Source: an optimization exercise on an open RTL-to-GDS flow (aim: small area and a short achievable clock period). Production flows keep margins and buffers that such runs may drop.
No functional check of the RTL was part of any run shown here.
Power is estimated from default activity; no workload was simulated.

==> flow/design.v, too long to show whole: its modules and the start of the top module <==
// module num_rpad: 10 lines
// module num_sneg: 8 lines
// module num_sabs: 8 lines
// module num_min: 9 lines
// module num_max: 9 lines
// module num_smin: 9 lines
// module num_smax: 9 lines
// module num_ssignbit: 8 lines
// module num_sadd: 17 lines
// module num_smul: 47 lines
// module smul_q31: 816 lines
// module sq_benc: 10 lines
// module sq_bpp: 10 lines
// module sq_fa: 10 lines
// module sq_ha: 9 lines
module smul_q31 (
    input  logic        clk,
    input  logic        reset,
    input  logic        go,
    input  logic [31:0] left,
    input  logic [31:0] right,
    output logic [31:0] out,
    output logic        done
);
  // ...
==> flow/flow/run.sh <==
#!/bin/bash
# The standard synthesis and layout, with two changes to how the layout
# is made:
#  - after synthesis, the Booth selector gates (a22oi) are set to their
#    smallest drive strength (the placement's repair steps resize them again
#    where timing needs it);
#  - the input and output ports are buffered with buf_2 cells rather than
#    the flow's default choice.
set -euo pipefail
bash standard.sh synth > synth.log 2>&1
R=orfs/results/sky130hd/smul_q31/base
cat > downsize.tcl <<TCL
read_db $R/1_synth.odb
set db [ord::get_db]
set m1 [\$db findMaster sky130_fd_sc_hd__a22oi_1]
set n 0
foreach inst [[ord::get_db_block] getInsts] {
  if {[[\$inst getMaster] getName] eq "sky130_fd_sc_hd__a22oi_2"} {
    \$inst swapMaster \$m1
    incr n
  }
}
puts "downsized \$n a22oi_2 to a22oi_1"
write_db $R/1_synth.odb
TCL
openroad -no_init -exit downsize.tcl > downsize.log 2>&1
export BUFFER_PORTS_ARGS="-buffer_cell sky130_fd_sc_hd__buf_2"
bash standard.sh > layout.log 2>&1
==> flow/standard.sh <==
#!/bin/bash
# synth_recipe.tcl (not shown) runs the flow's synth.tcl, then flattens the netlist and writes it again
# the make line also repeats each setting of config.mk as NAME=value (left out here)
make -C /OpenROAD-flow-scripts/flow DESIGN_CONFIG=/design/flow/config.mk WORK_HOME=/design/flow/orfs CLKGATE_MAP_FILE= SYNTH_SCRIPT=/design/flow/synth_recipe.tcl "${@:-finish}"
==> flow/config.mk <==
export PLATFORM = sky130hd
export DESIGN_NAME = smul_q31
export DESIGN_NICKNAME = smul_q31
export VERILOG_FILES = /design/flow/design.v
export SDC_FILE = /design/flow/constraint.sdc
export NUM_CORES = 4
export LEC_CHECK = 0
export CAP_MARGIN = 20
export CORE_MARGIN = 2
export CORE_UTILIZATION = 60
export PLACE_DENSITY = 0.75
export SETUP_SLACK_MARGIN = 2.8
export SLEW_MARGIN = 20
export SYNTH_HIERARCHICAL = 1
export SYNTH_MINIMUM_KEEP_SIZE = 0
==> flow/constraint.sdc <==
create_clock -name core_clock -period 8.0 [get_ports {clk}]
set_input_delay 1.6000 -clock core_clock [delete_from_list [all_inputs] [get_ports {clk}]]
set_output_delay 1.6000 -clock core_clock [all_outputs]
set_load 0.01 [all_outputs]
==> summary.txt, run 1 <==
Status
  – Outcome: no timing/DRC/antenna violations

Clock tree
  – CTS Root Cell: clkbuf_16
  – Clock Tree Buf Depth: 2
  – H-tree Lvls: 3
  – Hold Buf Count CTS: 0
  – Clock latency on the worst-skew pair: 0.35 ns
  – # Post-CTS Setup Buffers: 21

Layout
  – Largest cell class by area: multi-input combinational cells
  – Buffering overhead: 5.844%
  – Most frequent cells in the layout: 290 x fa_1, 281 x xnor2_1, 264 x a22oi_1, 99 x buf_2, 84 x dfxtp_1
  – Sequential Area: 1682 um^2
  – # nets final: 2106
  – Multi-input gates: 1394
  – Share of layout cells above drive strength 1: 16.78%
  – Most common cell after layout, fill and taps aside: fa_1

Setup path
  – Crit-path leading delay family: adder cells
  – Crit. End Element: flop
  – Worst setup path start: right[15]
  – Critical path launch point type: input port

Min path
  – Hold depth: 1
  – Hold wc startpoint: d0$_DFF_P_
  – HP Class: flop to flop

Routing
  – Routed length on met2: 23950 um
  – DRT iter0 DRCs: 1714
  – Routed vias/inst: 6.920
  – Met3 wire length: 5960 um
  – Vias: 13870

Power and ir drop
  – IR drop worst, VDD: 0.2968 mV
  – Seq. pwr: 1.12 mW
  – Top power group: combinational logic

Timing
  – Tcrit/Tclk final: 64.91%
  – Crit path time final: 5.193 ns
  – Final Hold Fails: 0

Floorplanning
  – Core area: 26800 um^2
  – Die H: 168.9 um

Global routing
  – Met3 global-route usage: 7.949%

Logic synthesis
  – Synth Cell Area: 16310 um^2
==> run 2, diff against run 1 <==
--- a/flow/design.v
+++ b/flow/design.v
@@ -250,56 +250,64 @@
   assign ea[45] = (keep & sa[37]);
   assign eb[45] = (keep & sb[37]);
   assign ea[46] = (keep & sa[38]);
   assign eb[46] = (keep & sb[38]);
   assign ea[47] = (keep & sa[39]);
   assign eb[47] = (keep & sb[39]);
   wire ec = add2 & qlo[8];
   wire eh = keep & sl;
-  wire [1:0] neg0, one0, two0;
-  sq_benc e0[1:0] (.b(bs[2:0]), .neg(neg0), .one(one0), .two(two0));
-  wire [1:0] neg1, one1, two1;
-  sq_benc e1[1:0] (.b(bs[4:2]), .neg(neg1), .one(one1), .two(two1));
-  wire [1:0] neg2, one2, two2;
-  sq_benc e2[1:0] (.b(bs[6:4]), .neg(neg2), .one(one2), .two(two2));
-  wire [1:0] neg3, one3, two3;
-  sq_benc e3[1:0] (.b(bs[8:6]), .neg(neg3), .one(one3), .two(two3));
-  wire [1:0] neg4, one4, two4;
-  sq_benc e4[1:0] (.b(bs[10:8]), .neg(neg4), .one(one4), .two(two4));
-  wire [1:0] neg5, one5, two5;
-  sq_benc e5[1:0] (.b(bs[12:10]), .neg(neg5), .one(one5), .two(two5));
-  wire [1:0] neg6, one6, two6;
-  sq_benc e6[1:0] (.b(bs[14:12]), .neg(neg6), .one(one6), .two(two6));
-  wire [1:0] neg7, one7, two7;
-  sq_benc e7[1:0] (.b(bs[16:14]), .neg(neg7), .one(one7), .two(two7));
-  wire [32:0] pp0, q0;
-  sq_bpp b0[32:0] (.x0({x[31], x}), .x1({x, 1'b0}), .neg({{17{neg0[1]}}, {16{neg0[0]}}}), .one({{17{one0[1]}}, {16{one0[0]}}}), .two({{17{two0[1]}}, {16{two0[0]}}}), .p(q0));
-  assign pp0 = {~q0[32], q0[31:0]};
-  wire [32:0] pp1, q1;
-  sq_bpp b1[32:0] (.x0({x[31], x}), .x1({x, 1'b0}), .neg({{17{neg1[1]}}, {16{neg1[0]}}}), .one({{17{one1[1]}}, {16{one1[0]}}}), .two({{17{two1[1]}}, {16{two1[0]}}}), .p(q1));
-  assign pp1 = {~q1[32], q1[31:0]};
-  wire [32:0] pp2, q2;
-  sq_bpp b2[32:0] (.x0({x[31], x}), .x1({x, 1'b0}), .neg({{17{neg2[1]}}, {16{neg2[0]}}}), .one({{17{one2[1]}}, {16{one2[0]}}}), .two({{17{two2[1]}}, {16{two2[0]}}}), .p(q2));
-  assign pp2 = {~q2[32], q2[31:0]};
-  wire [32:0] pp3, q3;
-  sq_bpp b3[32:0] (.x0({x[31], x}), .x1({x, 1'b0}), .neg({{17{neg3[1]}}, {16{neg3[0]}}}), .one({{17{one3[1]}}, {16{one3[0]}}}), .two({{17{two3[1]}}, {16{two3[0]}}}), .p(q3));
-  assign pp3 = {~q3[32], q3[31:0]};
-  wire [32:0] pp4, q4;
-  sq_bpp b4[32:0] (.x0({x[31], x}), .x1({x, 1'b0}), .neg({{17{neg4[1]}}, {16{neg4[0]}}}), .one({{17{one4[1]}}, {16{one4[0]}}}), .two({{17{two4[1]}}, {16{two4[0]}}}), .p(q4));
-  assign pp4 = {~q4[32], q4[31:0]};
-  wire [32:0] pp5, q5;
-  sq_bpp b5[32:0] (.x0({x[31], x}), .x1({x, 1'b0}), .neg({{17{neg5[1]}}, {16{neg5[0]}}}), .one({{17{one5[1]}}, {16{one5[0]}}}), .two({{17{two5[1]}}, {16{two5[0]}}}), .p(q5));
-  assign pp5 = {~q5[32], q5[31:0]};
-  wire [32:0] pp6, q6;
-  sq_bpp b6[32:0] (.x0({x[31], x}), .x1({x, 1'b0}), .neg({{17{neg6[1]}}, {16{neg6[0]}}}), .one({{17{one6[1]}}, {16{one6[0]}}}), .two({{17{two6[1]}}, {16{two6[0]}}}), .p(q6));
-  assign pp6 = {~q6[32], q6[31:0]};
-  wire [32:0] pp7, q7;
-  sq_bpp b7[32:0] (.x0({x[31], x}), .x1({x, 1'b0}), .neg({{17{neg7[1]}}, {16{neg7[0]}}}), .one({{17{one7[1]}}, {16{one7[0]}}}), .two({{17{two7[1]}}, {16{two7[0]}}}), .p(q7));
-  assign pp7 = {~q7[32], q7[31:0]};
+  wire [0:0] neg0, one0, two0;
+  sq_benc e0 (.b(bs[2:0]), .neg(neg0), .one(one0), .two(two0));
+  wire [0:0] neg1, one1, two1;
+  sq_benc e1 (.b(bs[4:2]), .neg(neg1), .one(one1), .two(two1));
+  wire [0:0] neg2, one2, two2;
+  sq_benc e2 (.b(bs[6:4]), .neg(neg2), .one(one2), .two(two2));
+  wire [0:0] neg3, one3, two3;
+  sq_benc e3 (.b(bs[8:6]), .neg(neg3), .one(one3), .two(two3));
+  wire [0:0] neg4, one4, two4;
+  sq_benc e4 (.b(bs[10:8]), .neg(neg4), .one(one4), .two(two4));
+  wire [0:0] neg5, one5, two5;
+  sq_benc e5 (.b(bs[12:10]), .neg(neg5), .one(one5), .two(two5));
+  wire [0:0] neg6, one6, two6;
+  sq_benc e6 (.b(bs[14:12]), .neg(neg6), .one(one6), .two(two6));
+  wire [0:0] neg7, one7, two7;
+  sq_benc e7 (.b(bs[16:14]), .neg(neg7), .one(one7), .two(two7));
+  wire [32:0] pp0;
+  sq_bpp0 bl0 (.x0(x[0]), .neg(neg0[0]), .one(one0[0]), .p(pp0[0]));
+  sq_bpp b0[31:1] (.x0(x[31:1]), .x1(x[30:0]), .neg({{15{neg0[0]}}, {16{neg0[0]}}}), .one({{15{one0[0]}}, {16{one0[0]}}}), .two({{15{two0[0]}}, {16{two0[0]}}}), .p(pp0[31:1]));
+  sq_bpps bs0 (.x31(x[31]), .neg(neg0[0]), .one(one0[0]), .two(two0[0]), .pn(pp0[32]));
+  wire [32:0] pp1;
+  sq_bpp0 bl1 (.x0(x[0]), .neg(neg1[0]), .one(one1[0]), .p(pp1[0]));
+  sq_bpp b1[31:1] (.x0(x[31:1]), .x1(x[30:0]), .neg({{15{neg1[0]}}, {16{neg1[0]}}}), .one({{15{one1[0]}}, {16{one1[0]}}}), .two({{15{two1[0]}}, {16{two1[0]}}}), .p(pp1[31:1]));
+  sq_bpps bs1 (.x31(x[31]), .neg(neg1[0]), .one(one1[0]), .two(two1[0]), .pn(pp1[32]));
+  wire [32:0] pp2;
+  sq_bpp0 bl2 (.x0(x[0]), .neg(neg2[0]), .one(one2[0]), .p(pp2[0]));
+  sq_bpp b2[31:1] (.x0(x[31:1]), .x1(x[30:0]), .neg({{15{neg2[0]}}, {16{neg2[0]}}}), .one({{15{one2[0]}}, {16{one2[0]}}}), .two({{15{two2[0]}}, {16{two2[0]}}}), .p(pp2[31:1]));
+  sq_bpps bs2 (.x31(x[31]), .neg(neg2[0]), .one(one2[0]), .two(two2[0]), .pn(pp2[32]));
+  wire [32:0] pp3;
+  sq_bpp0 bl3 (.x0(x[0]), .neg(neg3[0]), .one(one3[0]), .p(pp3[0]));
+  sq_bpp b3[31:1] (.x0(x[31:1]), .x1(x[30:0]), .neg({{15{neg3[0]}}, {16{neg3[0]}}}), .one({{15{one3[0]}}, {16{one3[0]}}}), .two({{15{two3[0]}}, {16{two3[0]}}}), .p(pp3[31:1]));
+  sq_bpps bs3 (.x31(x[31]), .neg(neg3[0]), .one(one3[0]), .two(two3[0]), .pn(pp3[32]));
+  wire [32:0] pp4;
+  sq_bpp0 bl4 (.x0(x[0]), .neg(neg4[0]), .one(one4[0]), .p(pp4[0]));
+  sq_bpp b4[31:1] (.x0(x[31:1]), .x1(x[30:0]), .neg({{15{neg4[0]}}, {16{neg4[0]}}}), .one({{15{one4[0]}}, {16{one4[0]}}}), .two({{15{two4[0]}}, {16{two4[0]}}}), .p(pp4[31:1]));
+  sq_bpps bs4 (.x31(x[31]), .neg(neg4[0]), .one(one4[0]), .two(two4[0]), .pn(pp4[32]));
+  wire [32:0] pp5;
+  sq_bpp0 bl5 (.x0(x[0]), .neg(neg5[0]), .one(one5[0]), .p(pp5[0]));
+  sq_bpp b5[31:1] (.x0(x[31:1]), .x1(x[30:0]), .neg({{15{neg5[0]}}, {16{neg5[0]}}}), .one({{15{one5[0]}}, {16{one5[0]}}}), .two({{15{two5[0]}}, {16{two5[0]}}}), .p(pp5[31:1]));
+  sq_bpps bs5 (.x31(x[31]), .neg(neg5[0]), .one(one5[0]), .two(two5[0]), .pn(pp5[32]));
+  wire [32:0] pp6;
+  sq_bpp0 bl6 (.x0(x[0]), .neg(neg6[0]), .one(one6[0]), .p(pp6[0]));
+  sq_bpp b6[31:1] (.x0(x[31:1]), .x1(x[30:0]), .neg({{15{neg6[0]}}, {16{neg6[0]}}}), .one({{15{one6[0]}}, {16{one6[0]}}}), .two({{15{two6[0]}}, {16{two6[0]}}}), .p(pp6[31:1]));
+  sq_bpps bs6 (.x31(x[31]), .neg(neg6[0]), .one(one6[0]), .two(two6[0]), .pn(pp6[32]));
+  wire [32:0] pp7;
+  sq_bpp0 bl7 (.x0(x[0]), .neg(neg7[0]), .one(one7[0]), .p(pp7[0]));
+  sq_bpp b7[31:1] (.x0(x[31:1]), .x1(x[30:0]), .neg({{15{neg7[0]}}, {16{neg7[0]}}}), .one({{15{one7[0]}}, {16{one7[0]}}}), .two({{15{two7[0]}}, {16{two7[0]}}}), .p(pp7[31:1]));
+  sq_bpps bs7 (.x31(x[31]), .neg(neg7[0]), .one(one7[0]), .two(two7[0]), .pn(pp7[32]));
   wire s1, c2;
   sq_ha h2 (.a(ea[12]), .b(eb[12]), .s(s1), .co(c2));
   wire s3, c4;
   sq_ha h4 (.a(ea[13]), .b(eb[13]), .s(s3), .co(c4));
   wire s5, c6;
   sq_fa f6 (.a(ea[14]), .b(eb[14]), .c(neg7[0]), .s(s5), .co(c6));
   wire s7, c8;
   sq_ha h8 (.a(pp0[14]), .b(pp1[12]), .s(s7), .co(c8));
@@ -964,16 +972,33 @@
     input  logic x1,
     input  logic neg,
     input  logic one,
     input  logic two,
     output logic p
 );
   assign p = ((one & x0) | (two & x1)) ^ neg;
 endmodule
+module sq_bpp0 (
+    input  logic x0,
+    input  logic neg,
+    input  logic one,
+    output logic p
+);
+  assign p = (one & x0) ^ neg;
+endmodule
+module sq_bpps (
+    input  logic x31,
+    input  logic neg,
+    input  logic one,
+    input  logic two,
+    output logic pn
+);
+  assign pn = ~(((one | two) & x31) ^ neg);
+endmodule
 module sq_fa (
     input  logic a,
     input  logic b,
     input  logic c,
     output logic s,
     output logic co
 );
   assign s = a ^ b ^ c;
==> run 2 against run 1 <==
  * Via count decreased by 0.77%
  * Register-to-register slack improved by 0.17 ns
  * Fmax rose by 0.53%
  * Combinational power decreased by 3.7%
  * Non-clock buffer count rose by 12
  * First-iteration DRC count rose by 8.9%
  * Wire length grew 2.4%
  * Sequential share of layout area rose by 0.13 points
  * Still clean on timing, DRC and antenna
  * Global-route usage grew 1.6 points
  * Synthesized cell count down 3.2%
  * Core utilization increased by 0.98 points
  * Final cell count decreased by 2.2%
==> summary.txt, run 2 <==
Routing
  – Vias: 13760 (-0.77%)
  – 1st-pass router iterations: 8
  – Routed vias/inst: 7.024 (+1.5%)
  – DR WL/cell: 27.90 um
  – DRT iter0 DRCs: 1866 (+8.9%)
  – Final WL: 54650 um
  – DRC: 0
  – Final ANT Viol Nets: 0

Global routing
  – Overflow after GRT: 0
  – Vias in the first global route: 13990
  – Largest net degree at the start of global routing: 34
  – First-pass GRT wire length: 83030 um
  – Initial antenna violation count: 2
  – Total GRT Usage: 39.27%

Power and ir drop
  – IR drop worst, VDD: 0.3803 mV (+28%)
  – Lkg Pwr: 7.070 nW
  – Pwr Density: 459.9 nW/um^2

Logic synthesis
  – Synth Cell Area: 15930 um^2 (-2.4%)
  – Average size of a mapped cell: 10.89 um^2
  – Syn Inst Count: 1463
  – Yosys warning count: 7

Place
  – Worst slack, placed: 1.955 ns
  – Post-DP HPWL: 37670 um
  – Area after DPL: 17130 um^2
  – Routability Congestion: 0.9923
  – Number of port buffers: 99

Floorplanning
  – Core area: 26060 um^2 (-2.8%)
  – Die width: 166.9 um
  – Starting density of the core: 61.13%
  – # IOs: 100
  – Die H: 166.9 um (-1.2%)
  – Row Count: 59
  – Die Area: 27870 um^2

Run
  – Max Cap Violations: 0

Layout
  – Cell area after layout: 18120 um^2
  – Most common cell after layout, fill and taps aside: fa_1
  – Top Registers: sa: 40 flops, sb: 40 flops
  – # nets final: 2057 (-2.3%)
  – Share of layout cells above drive strength 1: 18.25% (+1.5 points)
  – Filler cell count: 1965
  – Most frequent cells in the layout: 278 x fa_1, 267 x xnor2_1, 248 x a22oi_1, 99 x buf_2, 84 x dfxtp_1
  – Layout area overhead: 13.73%

Timing
  – Final setup viols: 0
  – Worst Max-Slew Pin Slew: 1.109 ns
  – Layout Skew: 0.01912 ns
  – Setup ws final: 2.834 ns
  – Fmax: 193.6 MHz
  – Tcrit/Tclk final: 64.57% (-0.34 points)
  – Crit path time final: 5.166 ns (-0.02723 ns)
  – Setup TNS: 0 ns
  – Max-slew violations: 0
  – RSZ-0062 raised after global routing: no
  – WHS: 0.4793 ns
  – Final Hold Fails: 0 (unchanged)
  – Rel. slew slack: 25.74%

Clock tree
  – Clock sink total: 84
  – Clock latency on the worst-skew pair: 0.36 ns (about the same)
  – TritonCTS clock tree: yes
  – Total CTS buffers: 9
  – H-tree Lvls: 3 (unchanged)
  – Clock Tree Buf Depth: 2 (unchanged)
  – CTS clock-pin slew for the worst setup and hold paths: 0.08 ns
  – CTS Root Cell: clkbuf_16

Setup path
  – Critical path class: input port to flop
  – Crit. End Element: flop
  – Flop2flop setup slack: 3.18 ns
  – Worst EP arrival: 5.40 ns
  – CP max FO: 23
  – Critical Path RT: 8.23 ns
  – Critical path launch point type: input port
  – Path depth of the worst reg2reg path: 10

Status
  – Outcome: no timing/DRC/antenna violations

Min path
  – Hold depth: 1 (unchanged)
  – HP Class: flop to flop
==> run 2: final cells by class <==
cell class                 instances  area, um^2  area share (%)
antenna                            2       5.005         0.02763
clock buffer                      12       246.5           1.361
clock inverter                     4       48.80          0.2694
inverter                           6       22.52          0.1243
multi-input combinational       1349       14540           80.25
sequential                        84        1682           9.282
tap                              335       419.2           2.314
timing repair buffer             167        1155           6.375
==> run 2: repair_timing <==
item,CTS,global route
cloned,7,0
gates resized for setup,30,21
hold buffers,0,0
pin swaps,6,6
setup buffers,23,19
endpoints found under the setup margin,63,46
==> run 2: path summary, 6_finish.rpt <==
| check | from | to |
|---|---|---|
| max | right[28] | sb[16]$_DFF_P_ |
| min | d0$_DFF_P_ | hi$_DFF_P_ |
| max reg2reg | hi$_DFF_P_ | sb[16]$_DFF_P_ |
| min reg2reg | d0$_DFF_P_ | hi$_DFF_P_ |
==> run 2: layer usage <==
layer	track usage [%]	wire length, um	up-vias
met5	0	13	-
met3	14.33	8102	218
met1	51.74	19870	6776
met4	17.80	2902	2
met2	58.19	23760	1110
li1	-	-	5654
==> run 2: through the flow <==
step	power [mW]	instances	util, %
6_report	8.331	1959	69.52
5_1_grt	9.126	1957	69.50
4_1_cts	8.215	1937	68.28
3_5_place_dp	7.716	1891	65.73
3_3_place_gp	7.411	1891	65.71
2_1_floorplan	5.653	1463	-
==> run 2: worst max-delay path, stage by stage <==
cell,delay (ns)
buf_2,0.09
mux2_2,0.30
nand2b_1,0.19
o22ai_4,0.36
buf_4,0.42
a22oi_1,0.15
xnor2_1,0.31
fa_1,0.56
fa_1,0.48
fa_1,0.51
fa_1,0.41
==> run 2: power breakdown <==
group,switching [mW],internal [mW],total (mW)
clock network,0.184,0.251,0.434
registers,0.391,0.783,1.17
logic,3.67,3.05,6.72
total,4.25,4.09,8.33

port drivers added, routing unchanged:
How much do the figures lean on ideal ports? The routed layouts below were timed once more, with nothing changed but the port constraints.
Step 1, drivers: a clkbuf_16 drives clk and a buf_2 each remaining input, both assumed.
Step 2 moves the port delays by t, midway between the first and last clock arrival at a register: inputs arrive t later, outputs are due t later. That takes back most of the time a late clock gives input paths.
Slacks: ideal / step 1 / step 2; pairs: ideal / step 1.
run	shift t [ns]	setup slack, ns	worst setup path after step 2	clock arrival spread, ns	worst data-port slew with drivers (ns)
run 1	0.384	2.807 / 2.824 / 2.440	input to register	0.008 / 0.008	0.05
run 2	0.399	2.834 / 2.862 / 2.462	input to register	0.019 / 0.019	0.03
After both steps every run listed still meets setup and hold. The setup slack of run 2, which loses most, moves by +0.028 ns with the drivers and by -0.372 ns with both steps.
